Source: an optimization exercise on an open RTL-to-GDS flow (aim: small area). Production flows keep margins and buffers that such runs may drop.
For this run, only the layout was checked, not whether the RTL still works.
Power figures rest on the tool's default switching activity, not on a simulated workload.

===== flow/config.mk =====
export PLATFORM = sky130hd
export DESIGN_NAME = fir_filter
export DESIGN_NICKNAME = fir_filter
export VERILOG_FILES = /design/flow/design.v
export SDC_FILE = /design/flow/constraint.sdc
export NUM_CORES = 4
export LEC_CHECK = 0
export ABC_AREA = 1
export CAP_MARGIN = 20
export CORE_MARGIN = 2
export CORE_UTILIZATION = 55
export GPL_TIMING_DRIVEN = 0
export PLACE_DENSITY = 0.75
export SLEW_MARGIN = 20
export SYNTH_HIERARCHICAL = 1
export SYNTH_MINIMUM_KEEP_SIZE = 0

===== flow/flow/buffer_ports_args.txt =====
-buffer_cell sky130_fd_sc_hd__buf_1

===== flow/standard.sh =====
#!/bin/bash
# synth_recipe.tcl (not shown) runs the flow's synth.tcl, then flattens the netlist and writes it again
# the make line also repeats each setting of config.mk as NAME=value (left out here)
make -C /OpenROAD-flow-scripts/flow DESIGN_CONFIG=/design/flow/config.mk WORK_HOME=/design/flow/orfs CLKGATE_MAP_FILE= SYNTH_SCRIPT=/design/flow/synth_recipe.tcl "${@:-finish}"

===== flow/flow/cts_args.txt =====
-sink_clustering_enable -repair_clock_nets -sink_buffer_max_cap_derate 1.0 -dont_use_dummy_load -buf_list sky130_fd_sc_hd__clkbuf_4 -sink_clustering_size 12 -sink_clustering_max_diameter 40

===== flow/flow/run.sh =====
#!/bin/bash
set -e
cd "$(dirname "$0")/.."
cp standard.sh standard_sh_copy.txt
export CTS_ARGS="$(cat flow/cts_args.txt)"
export BUFFER_PORTS_ARGS="$(cat flow/buffer_ports_args.txt)"
{ echo "CTS_ARGS=$CTS_ARGS"; echo "BUFFER_PORTS_ARGS=$BUFFER_PORTS_ARGS"; } > flow_settings.log
export REMOVE_ABC_BUFFERS=1
echo "REMOVE_ABC_BUFFERS=1" >> flow_settings.log
bash standard.sh > standard.log 2>&1

===== flow/design.v =====
`timescale 1ns/1ns
module fir_filter (
    input clk,     
    input rst,     
    input signed  [16-1 : 0] input_sig,
    input ready,
    output signed [16-1 : 0] filtred_sig
);
reg [128*16-1 : 0] ring;
reg [6:0] cnt;         
reg [6:0] kidx;        
reg [7:0] ph;          
reg pending;
reg signed [16-1 : 0] stage;
reg [12:0] ncoef;      
reg [27:0] acc;
reg c7, c14, c21;
reg [16-1 : 0] res;
reg res_l, res_c14, res_c21;
wire accept = !rst && ready && (cnt == 7'd127);
wire [16-1 : 0] head = ring[16-1 : 0];
reg clr;               
wire [27:0] acc_sel = clr ? 28'd0 : acc;
wire csel7 = !clr && c7;
wire csel14 = !clr && c14;
wire csel21 = !clr && c21;
wire [6:0] kidx_n = rst ? 7'd1 : kidx + 7'd1 + {6'd0, accept};
wire pend = accept || pending;
wire ins_n = !rst && pend && (kidx_n == 7'd1);
wire pending_n = !rst && pend && !ins_n;
wire [16-1 : 0] stage_n = accept ? input_sig : stage;
wire [7:0] ph_n = rst ? 8'd129 : accept ? 8'd1 : (ph == 8'd129) ? ph : ph + 8'd1;
wire active_n = (ph_n != 8'd0) && (ph_n <= 8'd128);
wire [12:0] coef = ~ncoef;
wire [5:0] fidx_n = kidx_n[6] ? ~kidx_n[5:0] : kidx_n[5:0];
reg signed [12:0] fc;
always @(*) begin
    case (fidx_n)
    6'd0: fc = 13'sd1;
    6'd1: fc = 13'sd1;
    6'd2: fc = 13'sd1;
    6'd3: fc = 13'sd1;
    6'd4: fc = -13'sd1;
    6'd5: fc = -13'sd2;
    6'd6: fc = -13'sd4;
    6'd7: fc = -13'sd4;
    6'd8: fc = -13'sd2;
    6'd9: fc = 13'sd2;
    6'd10: fc = 13'sd6;
    6'd11: fc = 13'sd9;
    6'd12: fc = 13'sd8;
    6'd13: fc = 13'sd4;
    6'd14: fc = -13'sd4;
    6'd15: fc = -13'sd13;
    6'd16: fc = -13'sd18;
    6'd17: fc = -13'sd16;
    6'd18: fc = -13'sd7;
    6'd19: fc = 13'sd8;
    6'd20: fc = 13'sd23;
    6'd21: fc = 13'sd32;
    6'd22: fc = 13'sd29;
    6'd23: fc = 13'sd12;
    6'd24: fc = -13'sd14;
    6'd25: fc = -13'sd39;
    6'd26: fc = -13'sd54;
    6'd27: fc = -13'sd48;
    6'd28: fc = -13'sd20;
    6'd29: fc = 13'sd22;
    6'd30: fc = 13'sd63;
    6'd31: fc = 13'sd85;
    6'd32: fc = 13'sd75;
    6'd33: fc = 13'sd31;
    6'd34: fc = -13'sd34;
    6'd35: fc = -13'sd97;
    6'd36: fc = -13'sd131;
    6'd37: fc = -13'sd115;
    6'd38: fc = -13'sd48;
    6'd39: fc = 13'sd52;
    6'd40: fc = 13'sd147;
    6'd41: fc = 13'sd197;
    6'd42: fc = 13'sd173;
    6'd43: fc = 13'sd72;
    6'd44: fc = -13'sd78;
    6'd45: fc = -13'sd221;
    6'd46: fc = -13'sd298;
    6'd47: fc = -13'sd262;
    6'd48: fc = -13'sd109;
    6'd49: fc = 13'sd120;
    6'd50: fc = 13'sd344;
    6'd51: fc = 13'sd469;
    6'd52: fc = 13'sd421;
    6'd53: fc = 13'sd179;
    6'd54: fc = -13'sd201;
    6'd55: fc = -13'sd596;
    6'd56: fc = -13'sd846;
    6'd57: fc = -13'sd798;
    6'd58: fc = -13'sd364;
    6'd59: fc = 13'sd448;
    6'd60: fc = 13'sd1517;
    6'd61: fc = 13'sd2638;
    6'd62: fc = 13'sd3568;
    6'd63: fc = 13'sd4095;
    default: fc = 13'sd0;
    endcase
end
wire [14:0] pp0 = head[14:0] & {15{coef[0]}};
wire ppn0 = ~(head[15] & coef[0]);
wire [14:0] pp1 = head[14:0] & {15{coef[1]}};
wire ppn1 = ~(head[15] & coef[1]);
wire [14:0] pp2 = head[14:0] & {15{coef[2]}};
wire ppn2 = ~(head[15] & coef[2]);
wire [14:0] pp3 = head[14:0] & {15{coef[3]}};
wire ppn3 = ~(head[15] & coef[3]);
wire [14:0] pp4 = head[14:0] & {15{coef[4]}};
wire ppn4 = ~(head[15] & coef[4]);
wire [14:0] pp5 = head[14:0] & {15{coef[5]}};
wire ppn5 = ~(head[15] & coef[5]);
wire [14:0] pp6 = head[14:0] & {15{coef[6]}};
wire ppn6 = ~(head[15] & coef[6]);
wire [14:0] pp7 = head[14:0] & {15{coef[7]}};
wire ppn7 = ~(head[15] & coef[7]);
wire [14:0] pp8 = head[14:0] & {15{coef[8]}};
wire ppn8 = ~(head[15] & coef[8]);
wire [14:0] pp9 = head[14:0] & {15{coef[9]}};
wire ppn9 = ~(head[15] & coef[9]);
wire [14:0] pp10 = head[14:0] & {15{coef[10]}};
wire ppn10 = ~(head[15] & coef[10]);
wire [14:0] pp11 = head[14:0] & {15{coef[11]}};
wire ppn11 = ~(head[15] & coef[11]);
wire [14:0] pq = ~(head[14:0] & {15{coef[12]}});
wire pt = head[15] & coef[12];
wire k12 = ~acc_sel[12];
wire k15 = ~acc_sel[15];
wire hs0, hc0;
fir_ha u_hs0 (.a(k12), .b(pp0[12]), .s(hs0), .co(hc0));
wire fs0, fc0;
fir_fa u_fs0 (.a(acc_sel[12]), .b(acc_sel[13]), .c(pp0[13]), .s(fs0), .co(fc0));
wire hs1, hc1;
fir_ha u_hs1 (.a(pp1[12]), .b(pp2[11]), .s(hs1), .co(hc1));
wire fs1, fc1;
fir_fa u_fs1 (.a(acc_sel[14]), .b(pp0[14]), .c(pp1[13]), .s(fs1), .co(fc1));
wire hs2, hc2;
fir_ha u_hs2 (.a(pp2[12]), .b(pp3[11]), .s(hs2), .co(hc2));
wire fs2, fc2;
fir_fa u_fs2 (.a(k15), .b(ppn0), .c(pp1[14]), .s(fs2), .co(fc2));
wire hs3, hc3;
fir_ha u_hs3 (.a(pp2[13]), .b(pp3[12]), .s(hs3), .co(hc3));
wire fs3, fc3;
fir_fa u_fs3 (.a(acc_sel[15]), .b(acc_sel[16]), .c(ppn1), .s(fs3), .co(fc3));
wire hs4, hc4;
fir_ha u_hs4 (.a(pp2[14]), .b(pp3[13]), .s(hs4), .co(hc4));
wire hs5, hc5;
fir_ha u_hs5 (.a(acc_sel[17]), .b(ppn2), .s(hs5), .co(hc5));
wire hs6, hc6;
fir_ha u_hs6 (.a(acc_sel[8]), .b(pp0[8]), .s(hs6), .co(hc6));
wire fs4, fc4;
fir_fa u_fs4 (.a(acc_sel[9]), .b(pp0[9]), .c(pp1[8]), .s(fs4), .co(fc4));
wire hs7, hc7;
fir_ha u_hs7 (.a(pp2[7]), .b(pp3[6]), .s(hs7), .co(hc7));
wire fs5, fc5;
fir_fa u_fs5 (.a(acc_sel[10]), .b(pp0[10]), .c(pp1[9]), .s(fs5), .co(fc5));
wire fs6, fc6;
fir_fa u_fs6 (.a(pp2[8]), .b(pp3[7]), .c(pp4[6]), .s(fs6), .co(fc6));
wire hs8, hc8;
fir_ha u_hs8 (.a(pp5[5]), .b(pp6[4]), .s(hs8), .co(hc8));
wire fs7, fc7;
fir_fa u_fs7 (.a(acc_sel[11]), .b(pp0[11]), .c(pp1[10]), .s(fs7), .co(fc7));
wire fs8, fc8;
fir_fa u_fs8 (.a(pp2[9]), .b(pp3[8]), .c(pp4[7]), .s(fs8), .co(fc8));
wire fs9, fc9;
fir_fa u_fs9 (.a(pp5[6]), .b(pp6[5]), .c(pp7[4]), .s(fs9), .co(fc9));
wire hs9, hc9;
fir_ha u_hs9 (.a(pp8[3]), .b(pp9[2]), .s(hs9), .co(hc9));
wire fs10, fc10;
fir_fa u_fs10 (.a(pp1[11]), .b(pp2[10]), .c(pp3[9]), .s(fs10), .co(fc10));
wire fs11, fc11;
fir_fa u_fs11 (.a(pp4[8]), .b(pp5[7]), .c(pp6[6]), .s(fs11), .co(fc11));
wire fs12, fc12;
fir_fa u_fs12 (.a(pp7[5]), .b(pp8[4]), .c(pp9[3]), .s(fs12), .co(fc12));
wire fs13, fc13;
fir_fa u_fs13 (.a(pp10[2]), .b(pp11[1]), .c(pq[0]), .s(fs13), .co(fc13));
wire fs14, fc14;
fir_fa u_fs14 (.a(pp3[10]), .b(pp4[9]), .c(pp5[8]), .s(fs14), .co(fc14));
wire fs15, fc15;
fir_fa u_fs15 (.a(pp6[7]), .b(pp7[6]), .c(pp8[5]), .s(fs15), .co(fc15));
wire fs16, fc16;
fir_fa u_fs16 (.a(pp9[4]), .b(pp10[3]), .c(pp11[2]), .s(fs16), .co(fc16));
wire fs17, fc17;
fir_fa u_fs17 (.a(pq[1]), .b(hc0), .c(fs0), .s(fs17), .co(fc17));
wire fs18, fc18;
fir_fa u_fs18 (.a(pp4[10]), .b(pp5[9]), .c(pp6[8]), .s(fs18), .co(fc18));
wire fs19, fc19;
fir_fa u_fs19 (.a(pp7[7]), .b(pp8[6]), .c(pp9[5]), .s(fs19), .co(fc19));
wire fs20, fc20;
fir_fa u_fs20 (.a(pp10[4]), .b(pp11[3]), .c(pq[2]), .s(fs20), .co(fc20));
wire fs21, fc21;
fir_fa u_fs21 (.a(fc0), .b(hc1), .c(fs1), .s(fs21), .co(fc21));
wire fs22, fc22;
fir_fa u_fs22 (.a(pp4[11]), .b(pp5[10]), .c(pp6[9]), .s(fs22), .co(fc22));
wire fs23, fc23;
fir_fa u_fs23 (.a(pp7[8]), .b(pp8[7]), .c(pp9[6]), .s(fs23), .co(fc23));
wire fs24, fc24;
fir_fa u_fs24 (.a(pp10[5]), .b(pp11[4]), .c(pq[3]), .s(fs24), .co(fc24));
wire fs25, fc25;
fir_fa u_fs25 (.a(fc1), .b(hc2), .c(fs2), .s(fs25), .co(fc25));
wire fs26, fc26;
fir_fa u_fs26 (.a(pp4[12]), .b(pp5[11]), .c(pp6[10]), .s(fs26), .co(fc26));
wire fs27, fc27;
fir_fa u_fs27 (.a(pp7[9]), .b(pp8[8]), .c(pp9[7]), .s(fs27), .co(fc27));
wire fs28, fc28;
fir_fa u_fs28 (.a(pp10[6]), .b(pp11[5]), .c(pq[4]), .s(fs28), .co(fc28));
wire fs29, fc29;
fir_fa u_fs29 (.a(fc2), .b(hc3), .c(fs3), .s(fs29), .co(fc29));
wire fs30, fc30;
fir_fa u_fs30 (.a(pp3[14]), .b(pp4[13]), .c(pp5[12]), .s(fs30), .co(fc30));
wire fs31, fc31;
fir_fa u_fs31 (.a(pp6[11]), .b(pp7[10]), .c(pp8[9]), .s(fs31), .co(fc31));
wire fs32, fc32;
fir_fa u_fs32 (.a(pp9[8]), .b(pp10[7]), .c(pp11[6]), .s(fs32), .co(fc32));
wire fs33, fc33;
fir_fa u_fs33 (.a(pq[5]), .b(fc3), .c(hc4), .s(fs33), .co(fc33));
wire fs34, fc34;
fir_fa u_fs34 (.a(acc_sel[18]), .b(ppn3), .c(pp4[14]), .s(fs34), .co(fc34));
wire fs35, fc35;
fir_fa u_fs35 (.a(pp5[13]), .b(pp6[12]), .c(pp7[11]), .s(fs35), .co(fc35));
wire fs36, fc36;
fir_fa u_fs36 (.a(pp8[10]), .b(pp9[9]), .c(pp10[8]), .s(fs36), .co(fc36));
wire hs10, hc10;
fir_ha u_hs10 (.a(pp11[7]), .b(pq[6]), .s(hs10), .co(hc10));
wire fs37, fc37;
fir_fa u_fs37 (.a(acc_sel[19]), .b(ppn4), .c(pp5[14]), .s(fs37), .co(fc37));
wire fs38, fc38;
fir_fa u_fs38 (.a(pp6[13]), .b(pp7[12]), .c(pp8[11]), .s(fs38), .co(fc38));
wire hs11, hc11;
fir_ha u_hs11 (.a(pp9[10]), .b(pp10[9]), .s(hs11), .co(hc11));
wire fs39, fc39;
fir_fa u_fs39 (.a(acc_sel[20]), .b(ppn5), .c(pp6[14]), .s(fs39), .co(fc39));
wire hs12, hc12;
fir_ha u_hs12 (.a(pp7[13]), .b(pp8[12]), .s(hs12), .co(hc12));
wire hs13, hc13;
fir_ha u_hs13 (.a(acc_sel[21]), .b(ppn6), .s(hs13), .co(hc13));
wire hs14, hc14;
fir_ha u_hs14 (.a(acc_sel[5]), .b(pp0[5]), .s(hs14), .co(hc14));
wire fs40, fc40;
fir_fa u_fs40 (.a(acc_sel[6]), .b(pp0[6]), .c(pp1[5]), .s(fs40), .co(fc40));
wire hs15, hc15;
fir_ha u_hs15 (.a(pp2[4]), .b(pp3[3]), .s(hs15), .co(hc15));
wire fs41, fc41;
fir_fa u_fs41 (.a(acc_sel[7]), .b(pp0[7]), .c(pp1[6]), .s(fs41), .co(fc41));
wire fs42, fc42;
fir_fa u_fs42 (.a(pp2[5]), .b(pp3[4]), .c(pp4[3]), .s(fs42), .co(fc42));
wire hs16, hc16;
fir_ha u_hs16 (.a(pp5[2]), .b(pp6[1]), .s(hs16), .co(hc16));
wire fs43, fc43;
fir_fa u_fs43 (.a(pp1[7]), .b(pp2[6]), .c(pp3[5]), .s(fs43), .co(fc43));
wire fs44, fc44;
fir_fa u_fs44 (.a(pp4[4]), .b(pp5[3]), .c(pp6[2]), .s(fs44), .co(fc44));
wire fs45, fc45;
fir_fa u_fs45 (.a(pp7[1]), .b(pp8[0]), .c(hs6), .s(fs45), .co(fc45));
wire fs46, fc46;
fir_fa u_fs46 (.a(pp4[5]), .b(pp5[4]), .c(pp6[3]), .s(fs46), .co(fc46));
wire fs47, fc47;
fir_fa u_fs47 (.a(pp7[2]), .b(pp8[1]), .c(pp9[0]), .s(fs47), .co(fc47));
wire fs48, fc48;
fir_fa u_fs48 (.a(hc6), .b(fs4), .c(hs7), .s(fs48), .co(fc48));
wire fs49, fc49;
fir_fa u_fs49 (.a(pp7[3]), .b(pp8[2]), .c(pp9[1]), .s(fs49), .co(fc49));
wire fs50, fc50;
fir_fa u_fs50 (.a(pp10[0]), .b(fc4), .c(hc7), .s(fs50), .co(fc50));
wire fs51, fc51;
fir_fa u_fs51 (.a(fs5), .b(fs6), .c(hs8), .s(fs51), .co(fc51));
wire fs52, fc52;
fir_fa u_fs52 (.a(pp10[1]), .b(pp11[0]), .c(fc5), .s(fs52), .co(fc52));
wire fs53, fc53;
fir_fa u_fs53 (.a(fc6), .b(hc8), .c(fs7), .s(fs53), .co(fc53));
wire fs54, fc54;
fir_fa u_fs54 (.a(fs8), .b(fs9), .c(hs9), .s(fs54), .co(fc54));
wire fs55, fc55;
fir_fa u_fs55 (.a(fc7), .b(fc8), .c(fc9), .s(fs55), .co(fc55));
wire fs56, fc56;
fir_fa u_fs56 (.a(hc9), .b(fs10), .c(fs11), .s(fs56), .co(fc56));
wire fs57, fc57;
fir_fa u_fs57 (.a(fs12), .b(fs13), .c(hs0), .s(fs57), .co(fc57));
wire fs58, fc58;
fir_fa u_fs58 (.a(fc10), .b(fc11), .c(fc12), .s(fs58), .co(fc58));
wire fs59, fc59;
fir_fa u_fs59 (.a(fc13), .b(fs14), .c(fs15), .s(fs59), .co(fc59));
wire fs60, fc60;
fir_fa u_fs60 (.a(fs16), .b(hs1), .c(fs17), .s(fs60), .co(fc60));
wire fs61, fc61;
fir_fa u_fs61 (.a(fc14), .b(fc15), .c(fc16), .s(fs61), .co(fc61));
wire fs62, fc62;
fir_fa u_fs62 (.a(fs18), .b(fs19), .c(fs20), .s(fs62), .co(fc62));
wire fs63, fc63;
fir_fa u_fs63 (.a(hs2), .b(fc17), .c(fs21), .s(fs63), .co(fc63));
wire fs64, fc64;
fir_fa u_fs64 (.a(fc18), .b(fc19), .c(fc20), .s(fs64), .co(fc64));
wire fs65, fc65;
fir_fa u_fs65 (.a(fs22), .b(fs23), .c(fs24), .s(fs65), .co(fc65));
wire fs66, fc66;
fir_fa u_fs66 (.a(hs3), .b(fc21), .c(fs25), .s(fs66), .co(fc66));
wire fs67, fc67;
fir_fa u_fs67 (.a(fc22), .b(fc23), .c(fc24), .s(fs67), .co(fc67));
wire fs68, fc68;
fir_fa u_fs68 (.a(fs26), .b(fs27), .c(fs28), .s(fs68), .co(fc68));
wire fs69, fc69;
fir_fa u_fs69 (.a(hs4), .b(fc25), .c(fs29), .s(fs69), .co(fc69));
wire fs70, fc70;
fir_fa u_fs70 (.a(fc26), .b(fc27), .c(fc28), .s(fs70), .co(fc70));
wire fs71, fc71;
fir_fa u_fs71 (.a(fs30), .b(fs31), .c(fs32), .s(fs71), .co(fc71));
wire fs72, fc72;
fir_fa u_fs72 (.a(hs5), .b(fc29), .c(fs33), .s(fs72), .co(fc72));
wire fs73, fc73;
fir_fa u_fs73 (.a(fc30), .b(fc31), .c(fc32), .s(fs73), .co(fc73));
wire fs74, fc74;
fir_fa u_fs74 (.a(fs34), .b(fs35), .c(fs36), .s(fs74), .co(fc74));
wire fs75, fc75;
fir_fa u_fs75 (.a(hs10), .b(hc5), .c(fc33), .s(fs75), .co(fc75));
wire fs76, fc76;
fir_fa u_fs76 (.a(pp11[8]), .b(pq[7]), .c(fc34), .s(fs76), .co(fc76));
wire fs77, fc77;
fir_fa u_fs77 (.a(fc35), .b(fc36), .c(hc10), .s(fs77), .co(fc77));
wire fs78, fc78;
fir_fa u_fs78 (.a(fs37), .b(fs38), .c(hs11), .s(fs78), .co(fc78));
wire fs79, fc79;
fir_fa u_fs79 (.a(pp9[11]), .b(pp10[10]), .c(pp11[9]), .s(fs79), .co(fc79));
wire fs80, fc80;
fir_fa u_fs80 (.a(pq[8]), .b(fc37), .c(fc38), .s(fs80), .co(fc80));
wire fs81, fc81;
fir_fa u_fs81 (.a(hc11), .b(fs39), .c(hs12), .s(fs81), .co(fc81));
wire fs82, fc82;
fir_fa u_fs82 (.a(pp7[14]), .b(pp8[13]), .c(pp9[12]), .s(fs82), .co(fc82));
wire fs83, fc83;
fir_fa u_fs83 (.a(pp10[11]), .b(pp11[10]), .c(pq[9]), .s(fs83), .co(fc83));
wire fs84, fc84;
fir_fa u_fs84 (.a(fc39), .b(hc12), .c(hs13), .s(fs84), .co(fc84));
wire fs85, fc85;
fir_fa u_fs85 (.a(acc_sel[22]), .b(ppn7), .c(pp8[14]), .s(fs85), .co(fc85));
wire fs86, fc86;
fir_fa u_fs86 (.a(pp9[13]), .b(pp10[12]), .c(pp11[11]), .s(fs86), .co(fc86));
wire hs17, hc17;
fir_ha u_hs17 (.a(pq[10]), .b(hc13), .s(hs17), .co(hc17));
wire fs87, fc87;
fir_fa u_fs87 (.a(acc_sel[23]), .b(ppn8), .c(pp9[14]), .s(fs87), .co(fc87));
wire hs18, hc18;
fir_ha u_hs18 (.a(pp10[13]), .b(pp11[12]), .s(hs18), .co(hc18));
wire hs19, hc19;
fir_ha u_hs19 (.a(acc_sel[24]), .b(ppn9), .s(hs19), .co(hc19));
wire hs20, hc20;
fir_ha u_hs20 (.a(acc_sel[3]), .b(pp0[3]), .s(hs20), .co(hc20));
wire fs88, fc88;
fir_fa u_fs88 (.a(acc_sel[4]), .b(pp0[4]), .c(pp1[3]), .s(fs88), .co(fc88));
wire hs21, hc21;
fir_ha u_hs21 (.a(pp2[2]), .b(pp3[1]), .s(hs21), .co(hc21));
wire fs89, fc89;
fir_fa u_fs89 (.a(pp1[4]), .b(pp2[3]), .c(pp3[2]), .s(fs89), .co(fc89));
wire fs90, fc90;
fir_fa u_fs90 (.a(pp4[1]), .b(pp5[0]), .c(hs14), .s(fs90), .co(fc90));
wire fs91, fc91;
fir_fa u_fs91 (.a(pp4[2]), .b(pp5[1]), .c(pp6[0]), .s(fs91), .co(fc91));
wire fs92, fc92;
fir_fa u_fs92 (.a(hc14), .b(fs40), .c(hs15), .s(fs92), .co(fc92));
wire fs93, fc93;
fir_fa u_fs93 (.a(pp7[0]), .b(fc40), .c(hc15), .s(fs93), .co(fc93));
wire fs94, fc94;
fir_fa u_fs94 (.a(fs41), .b(fs42), .c(hs16), .s(fs94), .co(fc94));
wire fs95, fc95;
fir_fa u_fs95 (.a(fc41), .b(fc42), .c(hc16), .s(fs95), .co(fc95));
wire fs96, fc96;
fir_fa u_fs96 (.a(fs43), .b(fs44), .c(fs45), .s(fs96), .co(fc96));
wire fs97, fc97;
fir_fa u_fs97 (.a(fc43), .b(fc44), .c(fs46), .s(fs97), .co(fc97));
wire fs98, fc98;
fir_fa u_fs98 (.a(fs47), .b(fc45), .c(fs48), .s(fs98), .co(fc98));
wire fs99, fc99;
fir_fa u_fs99 (.a(fc46), .b(fc47), .c(fs49), .s(fs99), .co(fc99));
wire fs100, fc100;
fir_fa u_fs100 (.a(fc48), .b(fs50), .c(fs51), .s(fs100), .co(fc100));
wire fs101, fc101;
fir_fa u_fs101 (.a(fc49), .b(fc50), .c(fc51), .s(fs101), .co(fc101));
wire fs102, fc102;
fir_fa u_fs102 (.a(fs52), .b(fs53), .c(fs54), .s(fs102), .co(fc102));
wire fs103, fc103;
fir_fa u_fs103 (.a(fc52), .b(fc53), .c(fc54), .s(fs103), .co(fc103));
wire fs104, fc104;
fir_fa u_fs104 (.a(fs55), .b(fs56), .c(fs57), .s(fs104), .co(fc104));
wire fs105, fc105;
fir_fa u_fs105 (.a(fc55), .b(fc56), .c(fc57), .s(fs105), .co(fc105));
wire fs106, fc106;
fir_fa u_fs106 (.a(fs58), .b(fs59), .c(fs60), .s(fs106), .co(fc106));
wire fs107, fc107;
fir_fa u_fs107 (.a(fc58), .b(fc59), .c(fs61), .s(fs107), .co(fc107));
wire fs108, fc108;
fir_fa u_fs108 (.a(fs62), .b(fc60), .c(fs63), .s(fs108), .co(fc108));
wire fs109, fc109;
fir_fa u_fs109 (.a(fc61), .b(fc62), .c(fs64), .s(fs109), .co(fc109));
wire fs110, fc110;
fir_fa u_fs110 (.a(fs65), .b(fc63), .c(fs66), .s(fs110), .co(fc110));
wire fs111, fc111;
fir_fa u_fs111 (.a(fc64), .b(fc65), .c(fs67), .s(fs111), .co(fc111));
wire fs112, fc112;
fir_fa u_fs112 (.a(fs68), .b(fc66), .c(fs69), .s(fs112), .co(fc112));
wire fs113, fc113;
fir_fa u_fs113 (.a(fc67), .b(fc68), .c(fs70), .s(fs113), .co(fc113));
wire fs114, fc114;
fir_fa u_fs114 (.a(fs71), .b(fc69), .c(fs72), .s(fs114), .co(fc114));
wire fs115, fc115;
fir_fa u_fs115 (.a(fc70), .b(fc71), .c(fs73), .s(fs115), .co(fc115));
wire fs116, fc116;
fir_fa u_fs116 (.a(fs74), .b(fc72), .c(fs75), .s(fs116), .co(fc116));
wire fs117, fc117;
fir_fa u_fs117 (.a(fc73), .b(fc74), .c(fs76), .s(fs117), .co(fc117));
wire fs118, fc118;
fir_fa u_fs118 (.a(fs77), .b(fs78), .c(fc75), .s(fs118), .co(fc118));
wire fs119, fc119;
fir_fa u_fs119 (.a(fs79), .b(fc76), .c(fc77), .s(fs119), .co(fc119));
wire fs120, fc120;
fir_fa u_fs120 (.a(fc78), .b(fs80), .c(fs81), .s(fs120), .co(fc120));
wire fs121, fc121;
fir_fa u_fs121 (.a(fc79), .b(fs82), .c(fs83), .s(fs121), .co(fc121));
wire fs122, fc122;
fir_fa u_fs122 (.a(fc80), .b(fc81), .c(fs84), .s(fs122), .co(fc122));
wire fs123, fc123;
fir_fa u_fs123 (.a(fc82), .b(fc83), .c(fs85), .s(fs123), .co(fc123));
wire fs124, fc124;
fir_fa u_fs124 (.a(fs86), .b(fc84), .c(hs17), .s(fs124), .co(fc124));
wire fs125, fc125;
fir_fa u_fs125 (.a(pq[11]), .b(fc85), .c(fc86), .s(fs125), .co(fc125));
wire fs126, fc126;
fir_fa u_fs126 (.a(fs87), .b(hs18), .c(hc17), .s(fs126), .co(fc126));
wire fs127, fc127;
fir_fa u_fs127 (.a(pp10[14]), .b(pp11[13]), .c(pq[12]), .s(fs127), .co(fc127));
wire fs128, fc128;
fir_fa u_fs128 (.a(fc87), .b(hc18), .c(hs19), .s(fs128), .co(fc128));
wire fs129, fc129;
fir_fa u_fs129 (.a(acc_sel[25]), .b(ppn10), .c(pp11[14]), .s(fs129), .co(fc129));
wire hs22, hc22;
fir_ha u_hs22 (.a(pq[13]), .b(hc19), .s(hs22), .co(hc22));
wire hs23, hc23;
fir_ha u_hs23 (.a(acc_sel[26]), .b(ppn11), .s(hs23), .co(hc23));
wire hs24, hc24;
fir_ha u_hs24 (.a(acc_sel[2]), .b(pp0[2]), .s(hs24), .co(hc24));
wire fs130, fc130;
fir_fa u_fs130 (.a(pp1[2]), .b(pp2[1]), .c(pp3[0]), .s(fs130), .co(fc130));
wire fs131, fc131;
fir_fa u_fs131 (.a(pp4[0]), .b(hc20), .c(fs88), .s(fs131), .co(fc131));
wire fs132, fc132;
fir_fa u_fs132 (.a(fc88), .b(hc21), .c(fs89), .s(fs132), .co(fc132));
wire fs133, fc133;
fir_fa u_fs133 (.a(fc89), .b(fs91), .c(fc90), .s(fs133), .co(fc133));
wire fs134, fc134;
fir_fa u_fs134 (.a(fc91), .b(fc92), .c(fs93), .s(fs134), .co(fc134));
wire fs135, fc135;
fir_fa u_fs135 (.a(fc93), .b(fc94), .c(fs95), .s(fs135), .co(fc135));
wire fs136, fc136;
fir_fa u_fs136 (.a(fc95), .b(fs97), .c(fc96), .s(fs136), .co(fc136));
wire fs137, fc137;
fir_fa u_fs137 (.a(fc97), .b(fs99), .c(fc98), .s(fs137), .co(fc137));
wire fs138, fc138;
fir_fa u_fs138 (.a(fc99), .b(fc100), .c(fs101), .s(fs138), .co(fc138));
wire fs139, fc139;
fir_fa u_fs139 (.a(fc101), .b(fc102), .c(fs103), .s(fs139), .co(fc139));
wire fs140, fc140;
fir_fa u_fs140 (.a(fc103), .b(fc104), .c(fs105), .s(fs140), .co(fc140));
wire fs141, fc141;
fir_fa u_fs141 (.a(fc105), .b(fs107), .c(fc106), .s(fs141), .co(fc141));
wire fs142, fc142;
fir_fa u_fs142 (.a(fc107), .b(fs109), .c(fc108), .s(fs142), .co(fc142));
wire fs143, fc143;
fir_fa u_fs143 (.a(fc109), .b(fs111), .c(fc110), .s(fs143), .co(fc143));
wire fs144, fc144;
fir_fa u_fs144 (.a(fc111), .b(fs113), .c(fc112), .s(fs144), .co(fc144));
wire fs145, fc145;
fir_fa u_fs145 (.a(fc113), .b(fs115), .c(fc114), .s(fs145), .co(fc145));
wire fs146, fc146;
fir_fa u_fs146 (.a(fc115), .b(fs117), .c(fc116), .s(fs146), .co(fc146));
wire fs147, fc147;
fir_fa u_fs147 (.a(fc117), .b(fs119), .c(fs120), .s(fs147), .co(fc147));
wire fs148, fc148;
fir_fa u_fs148 (.a(fs121), .b(fc119), .c(fc120), .s(fs148), .co(fc148));
wire fs149, fc149;
fir_fa u_fs149 (.a(fc121), .b(fs123), .c(fc122), .s(fs149), .co(fc149));
wire fs150, fc150;
fir_fa u_fs150 (.a(fc123), .b(fs125), .c(fc124), .s(fs150), .co(fc150));
wire fs151, fc151;
fir_fa u_fs151 (.a(fs127), .b(fc125), .c(fs128), .s(fs151), .co(fc151));
wire fs152, fc152;
fir_fa u_fs152 (.a(fc127), .b(fs129), .c(fc128), .s(fs152), .co(fc152));
wire fs153, fc153;
fir_fa u_fs153 (.a(pq[14]), .b(fc129), .c(hs23), .s(fs153), .co(fc153));
wire hs25, hc25;
fir_ha u_hs25 (.a(acc_sel[27]), .b(pt), .s(hs25), .co(hc25));
wire hs26, hc26;
fir_ha u_hs26 (.a(acc_sel[1]), .b(pp0[1]), .s(hs26), .co(hc26));
wire fs154, fc154;
fir_fa u_fs154 (.a(pp1[1]), .b(pp2[0]), .c(hs24), .s(fs154), .co(fc154));
wire fs155, fc155;
fir_fa u_fs155 (.a(hc24), .b(fs130), .c(hs20), .s(fs155), .co(fc155));
wire fs156, fc156;
fir_fa u_fs156 (.a(fc130), .b(hs21), .c(fs131), .s(fs156), .co(fc156));
wire fs157, fc157;
fir_fa u_fs157 (.a(fc131), .b(fs132), .c(fs90), .s(fs157), .co(fc157));
wire fs158, fc158;
fir_fa u_fs158 (.a(fc132), .b(fs92), .c(fs133), .s(fs158), .co(fc158));
wire fs159, fc159;
fir_fa u_fs159 (.a(fs94), .b(fc133), .c(fs134), .s(fs159), .co(fc159));
wire fs160, fc160;
fir_fa u_fs160 (.a(fc134), .b(fs135), .c(fs96), .s(fs160), .co(fc160));
wire fs161, fc161;
fir_fa u_fs161 (.a(fc135), .b(fs98), .c(fs136), .s(fs161), .co(fc161));
wire fs162, fc162;
fir_fa u_fs162 (.a(fs100), .b(fc136), .c(fs137), .s(fs162), .co(fc162));
wire fs163, fc163;
fir_fa u_fs163 (.a(fs102), .b(fc137), .c(fs138), .s(fs163), .co(fc163));
wire fs164, fc164;
fir_fa u_fs164 (.a(fs104), .b(fc138), .c(fs139), .s(fs164), .co(fc164));
wire fs165, fc165;
fir_fa u_fs165 (.a(fc139), .b(fs140), .c(fs106), .s(fs165), .co(fc165));
wire fs166, fc166;
fir_fa u_fs166 (.a(fc140), .b(fs108), .c(fs141), .s(fs166), .co(fc166));
wire fs167, fc167;
fir_fa u_fs167 (.a(fs110), .b(fc141), .c(fs142), .s(fs167), .co(fc167));
wire fs168, fc168;
fir_fa u_fs168 (.a(fs112), .b(fc142), .c(fs143), .s(fs168), .co(fc168));
wire fs169, fc169;
fir_fa u_fs169 (.a(fs114), .b(fc143), .c(fs144), .s(fs169), .co(fc169));
wire fs170, fc170;
fir_fa u_fs170 (.a(fs116), .b(fc144), .c(fs145), .s(fs170), .co(fc170));
wire fs171, fc171;
fir_fa u_fs171 (.a(fs118), .b(fc145), .c(fs146), .s(fs171), .co(fc171));
wire fs172, fc172;
fir_fa u_fs172 (.a(fs147), .b(fc118), .c(fc146), .s(fs172), .co(fc172));
wire fs173, fc173;
fir_fa u_fs173 (.a(fs122), .b(fc147), .c(fs148), .s(fs173), .co(fc173));
wire fs174, fc174;
fir_fa u_fs174 (.a(fs124), .b(fc148), .c(fs149), .s(fs174), .co(fc174));
wire fs175, fc175;
fir_fa u_fs175 (.a(fs126), .b(fc149), .c(fs150), .s(fs175), .co(fc175));
wire fs176, fc176;
fir_fa u_fs176 (.a(fs151), .b(fc126), .c(fc150), .s(fs176), .co(fc176));
wire fs177, fc177;
fir_fa u_fs177 (.a(hs22), .b(fc151), .c(fs152), .s(fs177), .co(fc177));
wire fs178, fc178;
fir_fa u_fs178 (.a(fs153), .b(hc22), .c(fc152), .s(fs178), .co(fc178));
wire fs179, fc179;
fir_fa u_fs179 (.a(hs25), .b(hc23), .c(fc153), .s(fs179), .co(fc179));
wire hs27, hc27;
fir_ha u_hs27 (.a(acc_sel[0]), .b(pp0[0]), .s(hs27), .co(hc27));
wire fs180, fc180;
fir_fa u_fs180 (.a(hs26), .b(pp1[0]), .c(hc27), .s(fs180), .co(fc180));
wire fs181, fc181;
fir_fa u_fs181 (.a(hc26), .b(fs154), .c(fc180), .s(fs181), .co(fc181));
wire fs182, fc182;
fir_fa u_fs182 (.a(fc154), .b(fs155), .c(fc181), .s(fs182), .co(fc182));
wire fs183, fc183;
fir_fa u_fs183 (.a(fc155), .b(fs156), .c(fc182), .s(fs183), .co(fc183));
wire fs184, fc184;
fir_fa u_fs184 (.a(fc156), .b(fs157), .c(fc183), .s(fs184), .co(fc184));
wire fs185, fc185;
fir_fa u_fs185 (.a(fc157), .b(fs158), .c(fc184), .s(fs185), .co(fc185));
wire cout7 = fc185;
wire fs186, fc186;
fir_fa u_fs186 (.a(fc158), .b(fs159), .c(csel7), .s(fs186), .co(fc186));
wire fs187, fc187;
fir_fa u_fs187 (.a(fc159), .b(fs160), .c(fc186), .s(fs187), .co(fc187));
wire fs188, fc188;
fir_fa u_fs188 (.a(fc160), .b(fs161), .c(fc187), .s(fs188), .co(fc188));
wire fs189, fc189;
fir_fa u_fs189 (.a(fc161), .b(fs162), .c(fc188), .s(fs189), .co(fc189));
wire fs190, fc190;
fir_fa u_fs190 (.a(fc162), .b(fs163), .c(fc189), .s(fs190), .co(fc190));
wire fs191, fc191;
fir_fa u_fs191 (.a(fc163), .b(fs164), .c(fc190), .s(fs191), .co(fc191));
wire fs192, fc192;
fir_fa u_fs192 (.a(fc164), .b(fs165), .c(fc191), .s(fs192), .co(fc192));
wire cout14 = fc192;
wire fs193, fc193;
fir_fa u_fs193 (.a(fc165), .b(fs166), .c(csel14), .s(fs193), .co(fc193));
wire fs194, fc194;
fir_fa u_fs194 (.a(fc166), .b(fs167), .c(fc193), .s(fs194), .co(fc194));
wire fs195, fc195;
fir_fa u_fs195 (.a(fc167), .b(fs168), .c(fc194), .s(fs195), .co(fc195));
wire fs196, fc196;
fir_fa u_fs196 (.a(fc168), .b(fs169), .c(fc195), .s(fs196), .co(fc196));
wire fs197, fc197;
fir_fa u_fs197 (.a(fc169), .b(fs170), .c(fc196), .s(fs197), .co(fc197));
wire fs198, fc198;
fir_fa u_fs198 (.a(fc170), .b(fs171), .c(fc197), .s(fs198), .co(fc198));
wire fs199, fc199;
fir_fa u_fs199 (.a(fc171), .b(fs172), .c(fc198), .s(fs199), .co(fc199));
wire cout21 = fc199;
wire fs200, fc200;
fir_fa u_fs200 (.a(fc172), .b(fs173), .c(csel21), .s(fs200), .co(fc200));
wire fs201, fc201;
fir_fa u_fs201 (.a(fc173), .b(fs174), .c(fc200), .s(fs201), .co(fc201));
wire fs202, fc202;
fir_fa u_fs202 (.a(fc174), .b(fs175), .c(fc201), .s(fs202), .co(fc202));
wire fs203, fc203;
fir_fa u_fs203 (.a(fc175), .b(fs176), .c(fc202), .s(fs203), .co(fc203));
wire fs204, fc204;
fir_fa u_fs204 (.a(fc176), .b(fs177), .c(fc203), .s(fs204), .co(fc204));
wire fs205, fc205;
fir_fa u_fs205 (.a(fc177), .b(fs178), .c(fc204), .s(fs205), .co(fc205));
wire fs206, fc206;
fir_fa u_fs206 (.a(fc178), .b(fs179), .c(fc205), .s(fs206), .co(fc206));
wire [27:0] sum = {fs206, fs205, fs204, fs203, fs202, fs201, fs200, fs199, fs198, fs197, fs196, fs195, fs194, fs193, fs192, fs191, fs190, fs189, fs188, fs187, fs186, fs185, fs184, fs183, fs182, fs181, fs180, hs27};
always @(posedge clk) begin
    ring <= {head, ring[128*16-1 : 2*16], ins_n ? stage_n : ring[2*16-1 : 16]};
    acc <= sum;
    c7 <= cout7;
    c14 <= cout14;
    c21 <= cout21;
    ncoef <= (active_n && kidx_n != 7'd124 && kidx_n != 7'd125) ? ~fc : 13'h1fff;
    kidx <= kidx_n;
    ph <= ph_n;
    clr <= accept;
    pending <= pending_n;
    stage <= stage_n;
    if (rst)
        cnt <= 7'd127;
    else if (ready)
        cnt <= cnt + 7'd1;
    if (accept) begin
        res <= sum[27:12];
        res_c14 <= cout14;
        res_c21 <= cout21;
        res_l <= cout7 && (sum[11:7] == 5'h1f);
    end
end
wire os0 = res[0] ^ res_l;
wire oc0 = res[0] & res_l;
wire os1 = res[1] ^ oc0;
wire oc1 = res[1] & oc0;
wire os2 = res[2] ^ res_c14 ^ oc1;
wire oc2 = (res[2] & res_c14) | (oc1 & (res[2] ^ res_c14));
wire os3 = res[3] ^ oc2;
wire oc3 = res[3] & oc2;
wire os4 = res[4] ^ oc3;
wire oc4 = res[4] & oc3;
wire os5 = res[5] ^ oc4;
wire oc5 = res[5] & oc4;
wire os6 = res[6] ^ oc5;
wire oc6 = res[6] & oc5;
wire os7 = res[7] ^ oc6;
wire oc7 = res[7] & oc6;
wire os8 = res[8] ^ oc7;
wire oc8 = res[8] & oc7;
wire os9 = res[9] ^ res_c21 ^ oc8;
wire oc9 = (res[9] & res_c21) | (oc8 & (res[9] ^ res_c21));
wire os10 = res[10] ^ oc9;
wire oc10 = res[10] & oc9;
wire os11 = res[11] ^ oc10;
wire oc11 = res[11] & oc10;
wire os12 = res[12] ^ oc11;
wire oc12 = res[12] & oc11;
wire os13 = res[13] ^ oc12;
wire oc13 = res[13] & oc12;
wire os14 = res[14] ^ oc13;
wire oc14 = res[14] & oc13;
wire os15 = res[15] ^ oc14;
wire oc15 = res[15] & oc14;
assign filtred_sig = {os15, os14, os13, os12, os11, os10, os9, os8, os7, os6, os5, os4, os3, os2, os1, os0};
endmodule
module fir_fa (input a, input b, input c, output s, output co);
assign s = a ^ b ^ c;
assign co = (a & b) | (c & (a ^ b));
endmodule
module fir_ha (input a, input b, output s, output co);
assign s = a ^ b;
assign co = a & b;
endmodule

===== flow/constraint.sdc =====
create_clock -name core_clock -period 8.0 [get_ports {clk}]
set_input_delay 1.6000 -clock core_clock [delete_from_list [all_inputs] [get_ports {clk}]]
set_output_delay 1.6000 -clock core_clock [all_outputs]
set_load 0.01 [all_outputs]

==> qor.txt <==
status = no timing/DRC/antenna violations
TritonCTS clock tree = built
reg-to-reg slack, setup = 0.93 ns
ys flop type = dfxtp_1
WL final = 64600 microns
critical-path maximum fanout = 30
Vias = 20.5k
worst vdd ir = 591 uV
1st-iter DRT viols = 1102
GRT Residual Overflow = 0
final setup margin = 0.927 ns
Max Freq = 141 MHz
Static Leakage = 22.9 nW
MaxCap Viol Count = 0
pin count of the biggest net entering global routing = 38
final cycle utilization of the critical path = 88.4%
Worst R2R End = res[8]
clk buf depth = 3
Sum Neg Setup Slack = 0 ns
most frequent cell after synthesis = dfxtp_1
worst r2r src = clr
CP Capture Type = register
Area Overhead vs Synth = 5.53%
Worst Path Required = 8.77 ns
DRC violations left = 0
fin. max-slew vios = 0
ys async rst share = 0%
io pins = 35
Arr. time, crit path = 7.84 ns
NumNets Final = 3691
Antenna Nets Post-Route = 0
Setup CP Type = register to register
Cell Area, Synth = 0.0518 sq mm
clock sinks = 2151
Synth area leaders = dfxtp_1, fa_1, nor2_1
clock latency (worst-skew pair) = 1.05 ns
EDFF count, synth = 19
share of the synthesized area in the top cell type = 82.4%
Tot GR Track Use = 14.0%
WL/cell = 13.8 microns
Final setup viols = 0
yosys warns = 7
PostCTS Resize Cnt = 0
Final Cell Area = 0.0547 sq mm
final worst path period need = 7.07 ns
initial cell density of the core = 55.5%
initial antenna violation count = 4
CTS clock-pin slew for the worst setup and hold paths = 0.12 ns
DR vias/cell = 4.40
post-synth top area cell = dfxtp_1
share of layout cells above drive strength 1 = 7.75%
row count = 112
Worst Tran Pin Value = 0.856 ns
die width = 311 microns
die height = 311 microns
Mean Syn Cell Area = 16.0 sq um
Final Hold Viols = 0
Pre-antenna DRT Iters = 5
fin util = 58.6%
Yosys cell types = 37
RSZ-0062 raised after global routing = no
Rel. slew slack = 42.9%
DP Worst Slack = 0.875 ns
postcts setup bufs = 0
Worst setup SP type = register
vias in the first global route = 21.2k
cells after synthesis = 3238
wire length of the first global-routing pass = 108000 microns
Critical Path End = res[8]
PD cells = 394 mW/mm^2
cts hold-fix bufs = 0
Seq/Total Area, Yosys = 83.5%
total CTS buffers = 203
R2R depth = 16
Root Buffer = clkbuf_4
Area after DPL = 0.0531 sq mm
Setup Skew = 0.108 ns
most instantiated cells after synthesis = dfxtp_1, nor2_1, nand2_1
port buffer count = 34
CP startpoint = clr
Yosys reg bits = 2151
die area = 0.0967 sq mm
area of the core = 0.0933 sq mm
Clock H-tree levels = 4
Final HPWL DP = 39000 microns
Hold Path Class = register to register
routability cong. = 0.845
[metal layers]
| metal | GRT usage [%] | share of wire [%] | up-vias |
|---|---|---|---|
| met5 | 0 | 0.045 | - |
| met1 | 20.7 | 51 | 9761 |
| met4 | 5.85 | 2.5 | 4 |
| met3 | 3.81 | 5.4 | 131 |
| li1 | - | - | 10200 |
| met2 | 19.4 | 41 | 419 |
[critical path, cell delays in order, from the launching register on]
cell and delay [ns]:
dfxtp_2 0.78, inv_1 0.12, nand2_1 0.12, inv_1 0.06, fa_1 0.56, fa_1 0.43
fa_1 0.46, fa_1 0.40, fa_1 0.50, fa_1 0.44, fa_1 0.42, fa_1 0.39
fa_1 0.42, fa_1 0.44, fa_1 0.42, fa_1 0.39, fa_1 0.46
[per-module statistics from Yosys (local to each module, per instance)]
module      area [sq um]  times used  flip-flops and latches
fir_filter         47300           1                    2151
fir_fa              20.0         207                       0
fir_ha              12.5          28                       0
[flip-flops by register name (all words and copies together) (netlist names)]
name / count
clr: 1
stage: 16
ph: 8
kidx: 7
res: 16
cnt: 7
res_c21: 1
c7: 1
acc: 28
res_l: 1
res_c14: 1
ring: 2048
pending: 1
ncoef: 13
c14: 1
c21: 1
[how the worst min path moves through the flow]
stage	from	to	slack [ns]	cells after the start
floorplan	ring[1016]	ring[1000]	0.31	0
global placement	ring[662]	ring[646]	0.31	0
detailed placement	ring[1406]	ring[1390]	0.31	0
CTS	ring[111]	ring[95]	0.22	0
global route	ring[111]	ring[95]	0.21	0
finish	ring[111]	ring[95]	0.25	0
[cells in the final DEF, fill, tap and decap left out, types with 18 or more instances in the layout]
cell,count
o21ai_1,18
nand3_1,68
nor2_1,236
clkbuf_4,203
nand2_1,230
fa_1,209
inv_1,104
ha_1,53
edfxtp_1,19
buf_1,34
dfxtp_1,2131
[logic make-up (layout without fill, tap and decap cells)]
group / count (synthesis) / after routing / synth area share [%]
flops: 2151 / 2151 / 83.5
simple gates: 594 / 594 / 4.99
fa+ha+maj: 262 / 262 / 9.36
buf+inv: 180 / 350 / 1.54
compound gates: 45 / 45 / 0.490
xor+xnor: 6 / 6 / 0.138
other cells: 0 / 4 / 0
[report_power, final]
part / switching [W] / internal [W] / total [W] / leakage [nW]
Combinational: 0.00308 / 0.00252 / 0.00560 / 4.53
Sequential: 0.000200 / 0.0117 / 0.0119 / 17.4
Clock: 0.00282 / 0.00117 / 0.00399 / 0.934
Total: 0.00610 / 0.0154 / 0.0215 / 22.9
[area by class of cell]
| cell class | instances | area (sq um) |
|---|---|---|
| multi-input combinational | 907 | 7760 |
| clock buffer | 203 | 1520 |
| timing repair buffer | 36 | 143 |
| inverter | 111 | 417 |
| fill | 7004 | 38700 |
| sequential | 2151 | 43300 |
| tap | 1254 | 1570 |
| antenna | 4 | 10.0 |
[stage by stage]
stage / instances / power [W] / hold WS [ns]
floorplan: 3169 / 0.0160 / 0.310
global placement: 4457 / 0.0177 / 0.310
detailed placement: 4459 / 0.0178 / 0.312
CTS: 4662 / 0.0219 / 0.224
global route: 4665 / 0.0231 / 0.209
finish: 4666 / 0.0215 / 0.246

==> afterwards: timing with drivers on the ports <==
How much do the figures lean on ideal ports? The routed layout below was timed once more, with nothing changed but the port constraints. Step 1 assumes that a clkbuf_16 drives the clock port and a buf_2 every other input. Step 2 also shifts input and output timing later by t, the mid clock arrival at the registers, as if the neighbouring blocks saw the same clock. Slacks: no drivers / after step 1 / after step 2; pairs: no drivers / after step 1.
shift t [ns]: 1.052
setup WS [ns]: 0.927 / 0.927 / 0.927
worst setup path after step 2: register to register
clock arrival spread, ns: 0.116 / 0.117
cell pins on the clock port's net: 1
After both steps setup and hold are still met in this run. For this run, drivers alone change the setup slack by 0.000 ns; drivers and shift together by 0.000 ns.
